Background: an optimization exercise with open tools, aiming at a short achievable clock period and few clock cycles. Do not read the settings as production practice. In this exercise RTL edits were held to simulation tests only and were not proved equivalent to the original. No activity file was given, so power comes from the tool's default toggle rates.

==> flow/design.v <==
`timescale 1ns / 1ps
module top (
		input wire clk,
		input wire rst,
		output wire [7:0] imem_addr,
		input wire [15:0] imem_data,
		output reg 	  tr_rf_we,
		output reg [1:0]  tr_rf_addr,
		output reg [8:0]  tr_rf_data,
		output reg 	  tr_dm_we,
		output reg [7:0]  tr_dm_addr,
		output reg [8:0]  tr_dm_data
	);
	reg [8:0] r0, r1, r2, r3;
	reg [7:0] pc;
	assign imem_addr = pc;
	wire [3:0] f_op  = imem_data[15:12];
	wire [1:0] f_rs  = imem_data[11:10];
	wire [1:0] f_rt  = imem_data[9:8];
	wire [1:0] f_rd  = imem_data[7:6];
	wire [7:0] f_imm = imem_data[7:0];
	wire f_ld    = (f_op == 4'h0);
	wire f_st    = (f_op == 4'h1);
	wire f_rrr   = (f_op == 4'h2) | (f_op == 4'h4) | (f_op == 4'h5) | (f_op == 4'h7);
	wire f_wr    = ~f_st & (f_op != 4'hB) & (f_op != 4'hC) & (f_op != 4'hE) & (f_op != 4'hF);
	wire f_pred  = (f_op == 4'hC) | ((f_op == 4'hB) & f_imm[7]);
	wire [7:0] f_pc1 = pc + 8'd1;
	wire [7:0] f_tgt = pc + f_imm;
	reg        x_v;
	reg [15:0] x_ir;
	reg        x_pred;
	reg [7:0]  x_alt;
	reg [7:0]  x_addr;
	reg        x_ld, x_st, x_wr;
	reg [1:0]  x_dst;
	wire [3:0] op  = x_ir[15:12];
	wire [1:0] rs  = x_ir[11:10];
	wire [1:0] rt  = x_ir[9:8];
	wire [7:0] imm = x_ir[7:0];
	reg [8:0] rs_v, rt_v;
	always @(*) begin
		case (rs)
			2'd0: rs_v = r0;
			2'd1: rs_v = r1;
			2'd2: rs_v = r2;
			default: rs_v = r3;
		endcase
		case (rt)
			2'd0: rt_v = r0;
			2'd1: rt_v = r1;
			2'd2: rt_v = r2;
			default: rt_v = r3;
		endcase
	end
	wire [7:0] a = rs_v[7:0];
	wire [7:0] b = rt_v[7:0];
	wire [7:0] addb = (op == 4'h2) ? b : imm;
	wire [7:0] sum  = a + addb;
	wire       ovf  = (a[7] == addb[7]) && (a[7] != sum[7]);
	reg [8:0] alu_res;
	always @(*) begin
		case (op)
			4'h2, 4'h3: alu_res = {ovf, sum};
			4'h4: alu_res = {1'b0, ~b};
			4'h5: alu_res = {1'b0, a & b};
			4'h6: alu_res = {1'b0, a & imm};
			4'h7: alu_res = {1'b0, a | b};
			4'h8: alu_res = {1'b0, a | imm};
			4'h9: alu_res = {1'b0, a[7], a[7:1]};
			4'hA: alu_res = {1'b0, a[6:0], 1'b0};
			default: alu_res = 9'd0;
		endcase
	end
	reg        mem_clr;
	reg  [8:0] mem [0:255];
	wire [8:0] l1 [0:63];
	wire [8:0] l2 [0:15];
	wire [8:0] l3 [0:3];
	genvar g;
	generate
		for (g = 0; g < 64; g = g + 1) begin : rd1
			assign l1[g] = x_addr[1] ? (x_addr[0] ? mem[4*g+3] : mem[4*g+2])
			                         : (x_addr[0] ? mem[4*g+1] : mem[4*g]);
		end
		for (g = 0; g < 16; g = g + 1) begin : rd2
			assign l2[g] = x_addr[3] ? (x_addr[2] ? l1[4*g+3] : l1[4*g+2])
			                         : (x_addr[2] ? l1[4*g+1] : l1[4*g]);
		end
		for (g = 0; g < 4; g = g + 1) begin : rd3
			assign l3[g] = x_addr[5] ? (x_addr[4] ? l2[4*g+3] : l2[4*g+2])
			                         : (x_addr[4] ? l2[4*g+1] : l2[4*g]);
		end
	endgenerate
	wire [8:0] mrd = x_addr[7] ? (x_addr[6] ? l3[3] : l3[2])
	                           : (x_addr[6] ? l3[1] : l3[0]);
	wire mwe = x_v & x_st;
	generate
		for (g = 0; g < 256; g = g + 1) begin : word
			always @(posedge clk) begin
				if (mem_clr)
					mem[g] <= 9'd0;
				else if (mwe && (x_addr == g))
					mem[g] <= rt_v;
			end
		end
	endgenerate
	always @(posedge clk, posedge rst) begin
		if (rst)
			mem_clr <= 1'b1;
		else
			mem_clr <= 1'b0;
	end
	wire [8:0] wdata = x_ld ? mrd : alu_res;
	wire       rwe   = x_v & x_wr;
	wire eq    = (a == b);
	wire x_br  = (op == 4'hB) | (op == 4'hC);
	wire taken = (op == 4'hB) ? eq : ~eq;
	wire x_mis = x_v & x_br & (taken ^ x_pred);
	reg [8:0] f_base_rf;
	always @(*) begin
		case (f_rs)
			2'd0: f_base_rf = r0;
			2'd1: f_base_rf = r1;
			2'd2: f_base_rf = r2;
			default: f_base_rf = r3;
		endcase
	end
	wire       f_fwd   = x_v & x_wr & (x_dst == f_rs);
	wire [7:0] f_base  = f_fwd ? alu_res[7:0] : f_base_rf[7:0];
	wire [7:0] f_addr  = f_base + f_imm;
	wire       f_stall = f_fwd & x_ld & (f_ld | f_st);
	always @(posedge clk, posedge rst) begin
		if (rst) begin
			pc <= 8'd0;
			x_v <= 1'b0;
			r0 <= 9'd0;
			r1 <= 9'd0;
			r2 <= 9'd0;
			r3 <= 9'd0;
			tr_rf_we <= 1'b0;
			tr_dm_we <= 1'b0;
		end else begin
			if (x_mis) begin
				pc <= x_alt;
				x_v <= 1'b0;
			end else if (f_stall) begin
				x_v <= 1'b0;
			end else begin
				pc <= f_pred ? f_tgt : f_pc1;
				x_v <= 1'b1;
			end
			if (rwe) begin
				case (x_dst)
					2'd0: r0 <= wdata;
					2'd1: r1 <= wdata;
					2'd2: r2 <= wdata;
					default: r3 <= wdata;
				endcase
			end
			tr_rf_we <= rwe;
			tr_dm_we <= mwe;
		end
	end
	always @(posedge clk) begin
		x_ir <= imem_data;
		x_pred <= f_pred;
		x_alt <= f_pred ? f_pc1 : f_tgt;
		x_addr <= f_addr;
		x_ld <= f_ld;
		x_st <= f_st;
		x_wr <= f_wr;
		x_dst <= f_rrr ? f_rd : f_rt;
		tr_rf_addr <= x_dst;
		tr_rf_data <= wdata;
		tr_dm_addr <= x_addr;
		tr_dm_data <= rt_v;
	end
endmodule
==> flow/flow/run.sh <==
#!/bin/bash
# The standard layout, with timing repair aimed at a setup slack of
# SETUP_SLACK_MARGIN ns instead of 0, so that repair keeps improving paths
# well below the 13 ns clock period.
set -euo pipefail
bash standard.sh SETUP_SLACK_MARGIN=8.5 finish > standard.log 2>&1
==> flow/standard.sh <==
#!/bin/bash
# synth_recipe.tcl (not shown) runs the flow's synth.tcl, then flattens the netlist and writes it again
# the make line also repeats each setting of config.mk as NAME=value (left out here)
make -C /OpenROAD-flow-scripts/flow DESIGN_CONFIG=/design/flow/config.mk WORK_HOME=/design/flow/orfs CLKGATE_MAP_FILE= SYNTH_SCRIPT=/design/flow/synth_recipe.tcl "${@:-finish}"
==> flow/config.mk <==
export PLATFORM = sky130hd
export DESIGN_NAME = top
export DESIGN_NICKNAME = top
export VERILOG_FILES = /design/flow/design.v
export SDC_FILE = /design/flow/constraint.sdc
export NUM_CORES = 4
export LEC_CHECK = 0
export ABC_CLOCK_PERIOD_IN_PS = 4000
export CAP_MARGIN = 40
export CORE_MARGIN = 2
export CORE_UTILIZATION = 40
export SLEW_MARGIN = 20
==> flow/constraint.sdc <==
create_clock -name core_clock -period 13.0 [get_ports {clk}]
set_input_delay 2.6000 -clock core_clock [delete_from_list [all_inputs] [get_ports {clk}]]
set_output_delay 2.6000 -clock core_clock [all_outputs]
set_load 0.01 [all_outputs]
==> impl_metrics.toml <==
[status]
status = "complete, no violations"

[clock_network]
cts_buffers = 241
cts_hold_buf = 0
cts_htree_levels = 4
cts.sinks = 2418
cts_buffer_depth = 3
cts_tree = "yes"
clk_pin_slew_ns = 0.06
cts_root_buf = "clkbuf_16"
clock_latency_ns = 0.90

[power]
clockPowerShare_pct = 35.5
intPower_mw = 13.2
p_per_area_mw_per_mm2 = 174
comb_power_share_pct = 26.6
switchingPower_mw = 7.17
total_power_mw = 20.4
switching_share_pct = 35.1
ir_drop_mv = 0.201
p_seq_share_pct = 37.8
leakage_nw = 38.5

[floorplanning]
die_h_um = 516
dieArea_sq_mm = 0.266
design.core.area_sq_mm = 0.260
initial_core_util_pct = 40.3
die_w_um = 516
io_pins = 56
rows = 187

[finish]
final_cell_mix = "3659 x nand2_1, 2360 x dfxtp_1, 2247 x a21oi_1"
drive_above_1_share_pct = 12.8
final_area_sq_mm = 0.117
syn_to_final_growth_pct = 12.1
num-nets-final = 11900
final_common_cell = "nand2_1"

[placed_design]
pre_cts_ws_ns = 6.78
gp_congestion = 0.964
port_buffers = 55
dp_hpwl_um = 250000
place_area_sq_mm = 0.108

[run]
drv_cap = 0

[yosys]
netlist_top_cells_area = "dfxtp_1 45%, mux4_2 14%, nand2_1 13%, a21oi_1 11%, nor2_1 5.0%"
synth.distinct_cells = 87
synth_edf_count = 0
syn_inst = 12200
syn_avg_cell_area_sq_um = 8.56
ys_seq_elements = 2418
ys_warn_count = 2
synth_nets = 12300
synth_area_sq_mm = 0.105
yosys.area.top_type = "dfxtp_1"
synth_top_area_share_pct = 45.3
yosysSeqAreaShare_pct = 46.5
synthArstFlopShare_pct = 1.99
synth_ff_type = "dfxtp_1"

[detailed_routing]
drt_wl_total_um = 415000
wl_met3_um = 53400
met2WireLength_um = 176000
firstDrtPassIters = 7
vias = 92900
antenna_left = 0
drtIter0Drc = 12300
wl_met1_um = 157000
drc = 0
top_layer = "met5"
wl_per_cell_um = 26.6
routed_via_density = 5.95

[timing]
clock.fmax_mhz = 215
worst-slew-pin-transition_ns = 1.33
slew_viol_final = 0
finalWorstSetupSlack_ns = 8.34
whs_ns = 0.441
grt_setup_unrepaired = "yes"
hold_viol = 0
skew_ns = 0.0512
final.period_utilization_pct = 35.8
setup_viol = 0
fin_crit_ns = 4.66
slew_headroom_pct = 11.3
finalSetupTns_ns = 0

[worst_setup_path]
regToRegStartpoint = "x_addr[3]"
end_kind = "flop"
cp.required_ns = 13.83
reg2reg_depth = 9
reg2reg_to = "mem[205][1]"
cpMaxStageDelayCell = "dfxtp_4"
crit_fanout = 24
crit_chain = "buf_4 -> buf_6 -> and2_1 -> buf_4 -> nand2_2 -> buf_4 -> nor2_1 -> nand2_1 -> a21oi_1"
timing.reg2reg.setup_slack_ns = 8.34
crit_path_frequent_cell = "buf_4"
critPathLaunchType = "flop"
cp_num_buf_inv = 4
max_stage_delay_ns = 0.73
cp_top_family = "buffers and inverters"
worst-setup-path-type = "reg -> reg"
arrival_ns = 5.49

[grt]
grt_usage_pct = 30.1
grt_start_max_net_pins = 239
grt_pass1_wl_um = 595000
grt_remaining_overflow = 0
antenna_found_initial = 24
grt_pass1_vias = 86800

[hold_path]
worstHoldStart = "x_alt[1]"
hold_depth = 2
hp-class = "reg -> reg"
min_to = "pc[1]"
per-stage QoR:
stage,instances,util (%)
2_1_floorplan,12200,-
3_3_place_gp,15100,41.4
3_5_place_dp,15100,41.6
4_1_cts,15600,44.9
5_1_grt,15600,45.2
6_report,15600,45.2
cells in the mapped netlist (15+ instances only):
master	number
o21ai_1	39
buf_6	31
ha_1	22
o22ai_1	35
nor2b_1	17
a21oi_1	2250
xnor2_1	19
a22oi_1	65
buf_4	21
o21ai_0	64
buf_2	144
inv_1	30
dfxtp_1	2370
clkbuf_1	633
nor2_1	1385
buf_1	54
nand2_1	3671
dfrtp_1	47
xor2_1	18
mux4_2	637
mux2i_1	215
nand3_1	37
mux2_2	24
a22o_1	15
nor2_2	132
power by group through the flow:
stage | combinational (mW) | sequential [mW] | clock [mW]
finish | 5.43 | 7.72 | 7.25
global route | 5.47 | 7.72 | 7.59
CTS | 5.08 | 7.72 | 7.28
detailed placement | 4.86 | 7.93 | 0
global placement | 4.78 | 7.92 | 0
floorplan | 3.03 | 7.78 | 0
area by class of cell:
class / count / area (sq um)
antenna: 11 / 27.5
inverter: 41 / 234
sequential: 2418 / 48700
tap: 3496 / 4370
fill: 24700 / 143000
clock buffer: 362 / 7190
clock inverter: 86 / 997
multi-input combinational: 8890 / 52500
timing repair buffer: 298 / 3430
worst max path at each step:
| stage | depth (start not counted) | slack (ns) | endpoint | from |
|---|---|---|---|---|
| finish | 9 | 8.34 | mem[205][1] | x_addr[3] |
| global route | 15 | 8.36 | x_addr[7] | x_ir[9] |
| CTS | 14 | 8.38 | x_addr[7] | x_ir[11] |
| detailed placement | 21 | 6.78 | x_addr[7] | x_ir[9] |
| global placement | 19 | 6.48 | x_addr[7] | x_ir[9] |
| floorplan | 13 | 8.08 | x_addr[7] | imem_data[10] |
tightest hold or removal path, cell delays in order, from the launching register on:
cell	delay, ns
dfxtp_1	0.30
inv_1	0.04
o21ai_0	0.07
repair_timing:
item	in CTS	in global routing
pin swaps	0	4
gates resized for setup	74	54
cloned	4	5
endpoints found under the setup margin	114	110
buffers inserted	15	11
registers in the layout, summed over array words and instances, names as in the netlist, 8 cells and up:
name / flops
mem: 2304
x_addr: 8
r3: 9
tr_dm_data: 9
r2: 9
x_alt: 8
x_ir: 16
r0: 9
r1: 9
tr_dm_addr: 8
pc: 8
tr_rf_data: 9
logic make-up after synthesis:
logic type / after synthesis / synth area share (%)
other: 1 / 0.00358
buffers and inverters: 929 / 3.85
adder cells (fa/ha/maj): 25 / 0.320
multiplexers: 878 / 16.0
XOR/XNOR: 37 / 0.309
AND/OR/NAND/NOR: 5354 / 19.9
flip-flops: 2418 / 46.5
AO/OA/AOI/OAI: 2595 / 13.1
metal layers:
layer	vias up	GRT usage [%]
met3	1271	9.54
met1	45100	38.7
met2	5611	44.2
li1	40900	-
met5	-	0.110
met4	14	17.6
Testbench counts, summed over its fixed seeds: cycles 59,091.

-- re-timing with driven ports --
Ports are ideal in the flow. The routed layout listed here was re-timed in OpenROAD. Step 1: set_driving_cell puts a clkbuf_16 on clk and a buf_2 on each other input, an assumption about the parent block. Step 2, shift: input delay + t, output delay - t, t = (earliest + latest rising clock arrival at the registers) / 2. This alone moves slack from input paths to output paths. Slacks: ideal / step 1 / step 2; pairs: ideal / step 1.
shift t [ns]: 0.988
setup slack, ns: 8.340 / 8.340 / 7.748
hold slack, ns: 0.441 / 0.441 / 0.441
worst register clock-pin slew, ns: 0.07 / 0.07
worst slew at a driven data input, ns: 0.03
After both steps setup and hold are still met in this run. For this run, drivers alone change the setup slack by 0.000 ns; drivers and shift together by -0.592 ns.
